This design comes from an exercise in tuning for small area, a short achievable clock period and few clock cycles per item on the open sky130 flow, not from production work. The RTL was checked by simulation tests, not by an equivalence proof against the original design. Power is estimated from default activity; no workload was simulated.

== alpha ==
Design matvecmult, start of the top module:
module matvecmult(
    CLK,
    RST,
    vector_x,
    vector_b,
    vector_y,
    Q,
    A,
    finish
);
Size in the first run: about 240 flip-flops, roughly 520 I/O pins, roughly 16,000 um2 of cells after synthesis.
Settings: LEC_CHECK=0, CAP_MARGIN=20, CORE_MARGIN=2, CORE_UTILIZATION=55, PLACE_DENSITY=0.7, SLEW_MARGIN=20, SYNTH_HIERARCHICAL=1, SYNTH_MINIMUM_KEEP_SIZE=0; clock period 10.0 ns.
standard.sh (not shown) runs the stock make flow with config.mk's settings and CLKGATE_MAP_FILE= SYNTH_SCRIPT=/design/flow/synth_recipe.tcl, a recipe that flattens the netlist after the stock synthesis.
==> flow/flow/run.sh <==
#!/bin/bash
set -euo pipefail
export PRE_GLOBAL_PLACE_TCL="$PWD/flow/buffer_ports.tcl"
bash standard.sh > standard_make.log 2>&1
==> flow/flow/buffer_ports.tcl <==
# Port buffers: buf_2 on the inputs (they fan out to several gates), buf_1 on
# the outputs.  Replaces the single buffer_ports call of global_place.tcl.
rename buffer_ports my_orig_buffer_ports
proc buffer_ports {args} {
  my_orig_buffer_ports -inputs -buffer_cell sky130_fd_sc_hd__buf_2
  my_orig_buffer_ports -outputs -buffer_cell sky130_fd_sc_hd__buf_1
}
Testbench counts of alpha, summed over its fixed seeds: cycles 43,200, items 2,400.
--- input diff alpha..beta ---
# alpha
export LEC_CHECK = 0
export CAP_MARGIN = 20
export CORE_MARGIN = 2
export CORE_UTILIZATION = 55
export PLACE_DENSITY = 0.7
export SLEW_MARGIN = 20
export SYNTH_HIERARCHICAL = 1
export SYNTH_MINIMUM_KEEP_SIZE = 0
create_clock -name core_clock -period 10.0 [get_ports {CLK}]
# beta
export LEC_CHECK = 0
export CAP_MARGIN = 20
export CORE_MARGIN = 2
export CORE_UTILIZATION = 40
export SLEW_MARGIN = 20
export SYNTH_HIERARCHICAL = 1
export SYNTH_MINIMUM_KEEP_SIZE = 0
create_clock -name core_clock -period 10.0 [get_ports {CLK}]
==> flow/flow/buffer_ports.tcl <==
# Port buffers: buf_2 on the inputs that feed the partial products (Q and
# vector_x fan out to several gates), buf_1 on the other inputs and on the
# outputs.  Replaces the single buffer_ports call of global_place.tcl.
rename buffer_ports my_orig_buffer_ports
proc buffer_ports {args} {
  my_orig_buffer_ports -inputs -buffer_cell sky130_fd_sc_hd__buf_2
  my_orig_buffer_ports -outputs -buffer_cell sky130_fd_sc_hd__buf_1
  set small [get_lib_cells sky130_fd_sc_hd__buf_1]
  set n 0
  foreach bterm [[ord::get_db_block] getBTerms] {
    set name [$bterm getName]
    if {![string match {vector_b*} $name] && $name ne "RST"} { continue }
    foreach iterm [[$bterm getNet] getITerms] {
      set inst [$iterm getInst]
      if {[[$inst getMaster] getName] eq "sky130_fd_sc_hd__buf_2"} {
        replace_cell [get_cells [$inst getName]] $small
        incr n
      }
    }
  }
  puts "buffer_ports.tcl: $n input buffers set to buf_1"
}
==> comparison <==
In terms of power share of the sequential group, alpha and beta differ only marginally.
Looking at met2 layer usage reported by global route, beta sits 14 points lower than alpha does.
There was hardly any difference in sequential share of layout area between beta and alpha.
Going from alpha to beta, power went up by 28 uW, post-place instance area was more or less identical.
The following lists how gamma was set up differently from beta:
==> flow/flow/buffer_ports.tcl <==
# Port buffers: buf_2 on the inputs (they fan out to several gates), buf_1 on
# the outputs.  Replaces the single buffer_ports call of global_place.tcl.
rename buffer_ports my_orig_buffer_ports
proc buffer_ports {args} {
  my_orig_buffer_ports -inputs -buffer_cell sky130_fd_sc_hd__buf_2
  my_orig_buffer_ports -outputs -buffer_cell sky130_fd_sc_hd__buf_1
}
Findings:
Going from beta to gamma, TritonCTS buffer count shows a reduction of 1, routed wire length shows a reduction of 210 um, clock network area share shows a reduction of 0.42 points.
Relative to gamma, the following input files were edited for delta:
# gamma
export LEC_CHECK = 0
export CAP_MARGIN = 20
export CORE_MARGIN = 2
export CORE_UTILIZATION = 40
export SLEW_MARGIN = 20
export SYNTH_HIERARCHICAL = 1
export SYNTH_MINIMUM_KEEP_SIZE = 0
create_clock -name core_clock -period 10.0 [get_ports {CLK}]
# delta
export LEC_CHECK = 0
export CAP_MARGIN = 20
export CORE_MARGIN = 2
export CORE_UTILIZATION = 50
export SLEW_MARGIN = 20
export SYNTH_HIERARCHICAL = 1
export SYNTH_MINIMUM_KEEP_SIZE = 0
create_clock -name core_clock -period 10.0 [get_ports {CLK}]
==> flow/flow/buffer_ports.tcl <==
# Port buffers: buf_2 on the inputs that feed the partial products (Q and
# vector_x fan out to several gates), buf_1 on the other inputs and on the
# outputs.  Replaces the single buffer_ports call of global_place.tcl.
rename buffer_ports my_orig_buffer_ports
proc buffer_ports {args} {
  my_orig_buffer_ports -inputs -buffer_cell sky130_fd_sc_hd__buf_2
  my_orig_buffer_ports -outputs -buffer_cell sky130_fd_sc_hd__buf_1
  set small [get_lib_cells sky130_fd_sc_hd__buf_1]
  set n 0
  foreach bterm [[ord::get_db_block] getBTerms] {
    set name [$bterm getName]
    if {![string match {vector_b*} $name] && $name ne "RST"} { continue }
    foreach iterm [[$bterm getNet] getITerms] {
      set inst [$iterm getInst]
      if {[[$inst getMaster] getName] eq "sky130_fd_sc_hd__buf_2"} {
        replace_cell [get_cells [$inst getName]] $small
        incr n
      }
    }
  }
  puts "buffer_ports.tcl: $n input buffers set to buf_1"
}
--- outcome ---
Having completed the whole flow, delta delivered a layout that passed the timing, design-rule and antenna checks.
delta: die area is 8300 um2 lower than what gamma reported.
~same required arrival time at the worst endpoint in delta and gamma
The final critical-path share of the clock period of gamma and that of delta are within noise of each other.
delta vs gamma, number of inserted diodes went up by 3.
delta gives more worst setup margin than gamma did.
In the tables for delta and gamma, total global-route track usage reads lower with gamma.

## build 54
Starting RTL as in the previous note.
==> flow/design.v (excerpt) <==
module matvecmult(
    CLK,
    RST,
    vector_x,
    vector_b,
    vector_y,
    Q,
    A,
    finish
);
input               CLK;
input               RST;
input       [127:0] vector_x;
input       [127:0] vector_b;
output      [127:0] vector_y;
input       [127:0] Q;
output      [3:0]   A;
output              finish;
reg  [4:0] cnt;
reg        rs;
reg  [2:1] val;          
reg  [2:1] done;         
reg        fin;
reg  [7:0] y_r [0:15];
reg  [7:0] bsel;
integer    i;
reg        skip;                        
reg  [3:0] ar;                          
wire [3:0] a_w = {cnt[3:1], cnt[0] ^ skip} | {4{cnt[4]}};
wire [3:0] a_o;
mv_or2 ua0 (.a(ar[0]), .b(skip), .y(a_o[0]));
assign a_o[3:1] = ar[3:1];
wire       fetched = cnt[4];            
assign A = a_o;
assign finish = fin;
always @(posedge CLK) begin
    rs   <= RST;
    skip <= RST & ~rs;
    val  <= {val, ~RST & ~fetched & (a_w != 4'd0)};
end
always @(posedge CLK or posedge RST) begin
    if (RST) begin
        cnt  <= 5'd0;
        ar   <= 4'd0;
        done <= {2{1'b0}};
        fin  <= 1'b0;
    end else begin
        if (!fetched) begin
            cnt <= cnt + (skip ? 5'd2 : 5'd1);
            if (ar != 4'd15)
                ar <= {ar[3:1] + {2'b0, ar[0]}, ~ar[0]} + {3'b0, skip};
        end
        done <= {done, fetched};
        fin  <= done[1];
    end
end
always @(posedge CLK)
    bsel <= vector_b[8*a_w +: 8];
wire p1;
wire p2;
wire p3;
  ...
export LEC_CHECK = 0
export CAP_MARGIN = 20
export CORE_MARGIN = 2
export CORE_UTILIZATION = 40
export PLACE_DENSITY = 0.8
export SLEW_MARGIN = 20
export SYNTH_HIERARCHICAL = 1
export SYNTH_MINIMUM_KEEP_SIZE = 0
create_clock -name core_clock -period 10.0 [get_ports {CLK}]
==> flow/flow/buffer_ports.tcl <==
# Port buffers: buf_2 on the inputs (they fan out to several gates), buf_1 on
# the outputs.  Replaces the single buffer_ports call of global_place.tcl.
rename buffer_ports my_orig_buffer_ports
proc buffer_ports {args} {
  my_orig_buffer_ports -inputs -buffer_cell sky130_fd_sc_hd__buf_2
  my_orig_buffer_ports -outputs -buffer_cell sky130_fd_sc_hd__buf_1
}
Scripts as last shown in full above: flow/flow/run.sh
Build 54 ran to completion and came out clean on the timing, design-rule and antenna checks.
Testbench counts of build 54, summed over its fixed seeds: cycles 43,200, items 2,400.
Setup changes, build 54 to build 34
==> flow/flow/buffer_ports.tcl <==
# Port buffers: buf_2 on the inputs that feed the partial products (Q and
# vector_x fan out to several gates), buf_1 on the other inputs and on the
# outputs.  Replaces the single buffer_ports call of global_place.tcl.
rename buffer_ports my_orig_buffer_ports
proc buffer_ports {args} {
  my_orig_buffer_ports -inputs -buffer_cell sky130_fd_sc_hd__buf_2
  my_orig_buffer_ports -outputs -buffer_cell sky130_fd_sc_hd__buf_1
  set small [get_lib_cells sky130_fd_sc_hd__buf_1]
  set n 0
  foreach port [get_ports {vector_b* RST}] {
    foreach pin [get_pins -of_objects [get_nets -of_objects $port]] {
      set inst [get_cells -of_objects $pin]
      if {[get_property [get_property $inst liberty_cell] name] eq "sky130_fd_sc_hd__buf_2"} {
        replace_cell $inst $small
        incr n
      }
    }
  }
  puts "buffer_ports.tcl: $n input buffers set to buf_1"
}
diff --git a/flow/config.mk b/flow/config.mk
--- a/flow/config.mk
+++ b/flow/config.mk
@@ -9,5 +9,4 @@
 export CORE_MARGIN = 2
 export CORE_UTILIZATION = 40
-export PLACE_DENSITY = 0.8
 export SLEW_MARGIN = 20
 export SYNTH_HIERARCHICAL = 1
Notes after the runs:
- Apart from build 34, each of build 34 and build 54 ends the flow with a layout that passes the timing, design-rule and antenna checks.
- Fraction of synthesized cell area in xor and xnor cells of build 54 is on par with build 34.
- Initial core utilization came out exactly the same in build 34 and build 54.
- Comparing build 54 against build 34, there is no change at all in synthesized area.
- On number of standard-cell rows in the floorplan, build 34 and build 54 are neck and neck.
- Mux contribution to synthesized area came out exactly the same in build 34 and build 54.
For build 40, these inputs were changed with respect to build 34:
==> flow/flow/run.sh <==
#!/bin/bash
set -euo pipefail
export BUFFER_PORTS_ARGS="-buffer_cell sky130_fd_sc_hd__buf_2"
bash standard.sh > standard_make.log 2>&1
removed: flow/flow/buffer_ports.tcl
--- outcome ---
Build 40: PASS, flow complete, no timing, DRC or antenna violations
Build 34 terminated abnormally: global placement (3_3_place_gp) reported STA-0100.
Reported for build 40 and build 34, arithmetic-cell share of the synthesized area counting full adders, half adders and majority gates turned out identical to the last digit.
As far as post-synthesis compound-gate area fraction goes, build 34 and build 40 are indistinguishable; the numbers are identical.
The chip height on build 40 is in line with that on build 34.
As far as synthesized cell count goes, build 40 and build 34 are indistinguishable; the numbers are identical.
Diff build 34..build 40 | count of different cell masters after synthesis | unchanged
Build 34 -> build 40: mean area per synthesized cell delta 0, exact match
Comparing build 40 against build 34, there is no change at all in fraction of the mapped netlist area in simple logic gates.
Comparing build 40 against build 34, there is no change at all in synthesized area.
## Diff of input files: build 51 against build 40
==> flow/flow/run.sh <==
#!/bin/bash
set -euo pipefail
export PRE_GLOBAL_PLACE_TCL="$PWD/flow/buffer_ports.tcl"
export SETUP_SLACK_MARGIN=6.5
bash standard.sh > standard_make.log 2>&1
==> flow/flow/buffer_ports.tcl (new file) <==
# Port buffers: buf_2 on the inputs (they fan out to several gates), buf_1 on
# the outputs.  Replaces the single buffer_ports call of global_place.tcl.
rename buffer_ports my_orig_buffer_ports
proc buffer_ports {args} {
  my_orig_buffer_ports -inputs -buffer_cell sky130_fd_sc_hd__buf_2
  my_orig_buffer_ports -outputs -buffer_cell sky130_fd_sc_hd__buf_1
}
==> comparison <==
- The layout overhead on the synthesized area number comes out lower for build 40 vs build 51.
- Compared with build 40, build 51 shows a lower part of the total power dissipated in the clock network.
- There was hardly any difference in non-clock buffer count between build 51 and build 40.
- On fraction of cell area in non-clock buffers: build 51 sits below build 40.
- Build 40 → build 51: share of total power in sequential cells fell by 1.2 points, fmax went up by 0.012 GHz, fraction of area in registers down 0.54 points, setup slack went up by 0.15 ns.
- Total power of the final layout: build 40 and build 51 compared, lower one is build 40
What build 70 does differently from build 51 at the input level:
==> flow/flow/run.sh <==
#!/bin/bash
set -euo pipefail
export PRE_GLOBAL_PLACE_TCL="$PWD/flow/buffer_ports.tcl"
export SETUP_SLACK_MARGIN=6.7
bash standard.sh > standard_make.log 2>&1
[summary]
- Build 51 -> build 70: clock network power increased by a few percent
- Run comparison: build 70 uppermost metal layer occupied by signal nets met5; build 51 uppermost metal layer occupied by signal nets met4
- Across build 70 and build 51, the outcome is the same: a clean finish for every run.
- Summary: with build 51 as the reference, total chip power in build 70 moved down slightly.
- Compare build 70 and build 51 | growth of design area from synthesis to finish higher: build 70
Inputs modified between build 70 and build 29:
==> flow/flow/run.sh <==
#!/bin/bash
set -euo pipefail
export PRE_GLOBAL_PLACE_TCL="$PWD/flow/buffer_ports.tcl"
bash standard.sh > standard_make.log 2>&1
diff --git a/flow/config.mk b/flow/config.mk
--- a/flow/config.mk
+++ b/flow/config.mk
@@ -8,5 +8,6 @@
 export CAP_MARGIN = 20
 export CORE_MARGIN = 2
-export CORE_UTILIZATION = 40
+export CORE_UTILIZATION = 62
+export PLACE_DENSITY = 0.75
 export SLEW_MARGIN = 20
 export SYNTH_HIERARCHICAL = 1
Results
Build 29 ended up with a lower global-route wire length before repair than build 70 did.
The type of the worst setup path comes out input port to flop in one run and flop to flop in the other, namely in build 29 and build 70 respectively.
Die span in x, build 29 and build 70: lower on build 29
Delta(depth of the critical timing path with buffers and inverters included, build 29 - build 70) < 0
Build 29 ended up with fa_1 as its slowest cell on the critical path; build 70 ended up with fa_2.
Compared build 29 vs build 70, and via count of the first global-routing pass is down in build 29.
Post-layout minimum cycle time: build 29 higher than build 70
Compared build 29 vs build 70, and die area is down in build 29.
Re worst-case setup margin in the final layout: build 29 and build 70 aren't equal, and the lower value belongs to build 29.
Met3 layer wire length in the routed design (higher): build 29
Delta (build 29 minus build 70): clock skew moved down; clock-buffer cell count down 1.
Critical path startpoint = cut1[35]: build 70; critical path startpoint = vector_x[112]: build 29
Build 70 has higher total non-filler cell area in the finished layout than build 29.

## afterwards: timing with drivers on the ports
The results above use ideal ports. As a check the final layouts listed here were re-extracted and re-timed, cells and wires unchanged.
Step 1: set_driving_cell puts a clkbuf_16 on CLK and a buf_2 on each other input, an assumption about the parent block.
Step 2 times the ports against the registers' clock, not the clock port: input delays grow and output delays shrink by t, the midpoint of the rising clock arrivals with the driver on.
Three values: ideal ports, drivers, drivers and shift; two values: the first two.
| run | t, ns | setup WS [ns] | worst slew at a driven data input, ns |
|---|---|---|---|
| alpha | 0.585 | 6.448 / 6.477 / 5.893 | 0.11 |
| beta | 0.570 | 6.394 / 6.394 / 5.856 | 0.10 |
| gamma | 0.569 | 6.400 / 6.427 / 5.858 | 0.10 |
| delta | 0.573 | 6.408 / 6.419 / 5.846 | 0.12 |
| build 54 | 0.569 | 6.368 / 6.368 / 5.841 | 0.12 |
| build 40 | 0.580 | 6.357 / 6.387 / 5.807 | 0.10 |
| build 51 | 0.575 | 6.505 / 6.527 / 5.952 | 0.09 |
| build 70 | 0.583 | 6.607 / 6.607 / 6.046 | 0.10 |
| build 29 | 0.571 | 6.386 / 6.414 / 5.843 | 0.12 |
After both steps every run listed still meets setup and hold. For delta, which loses most, drivers alone change the setup slack by +0.011 ns; drivers and shift together by -0.562 ns.
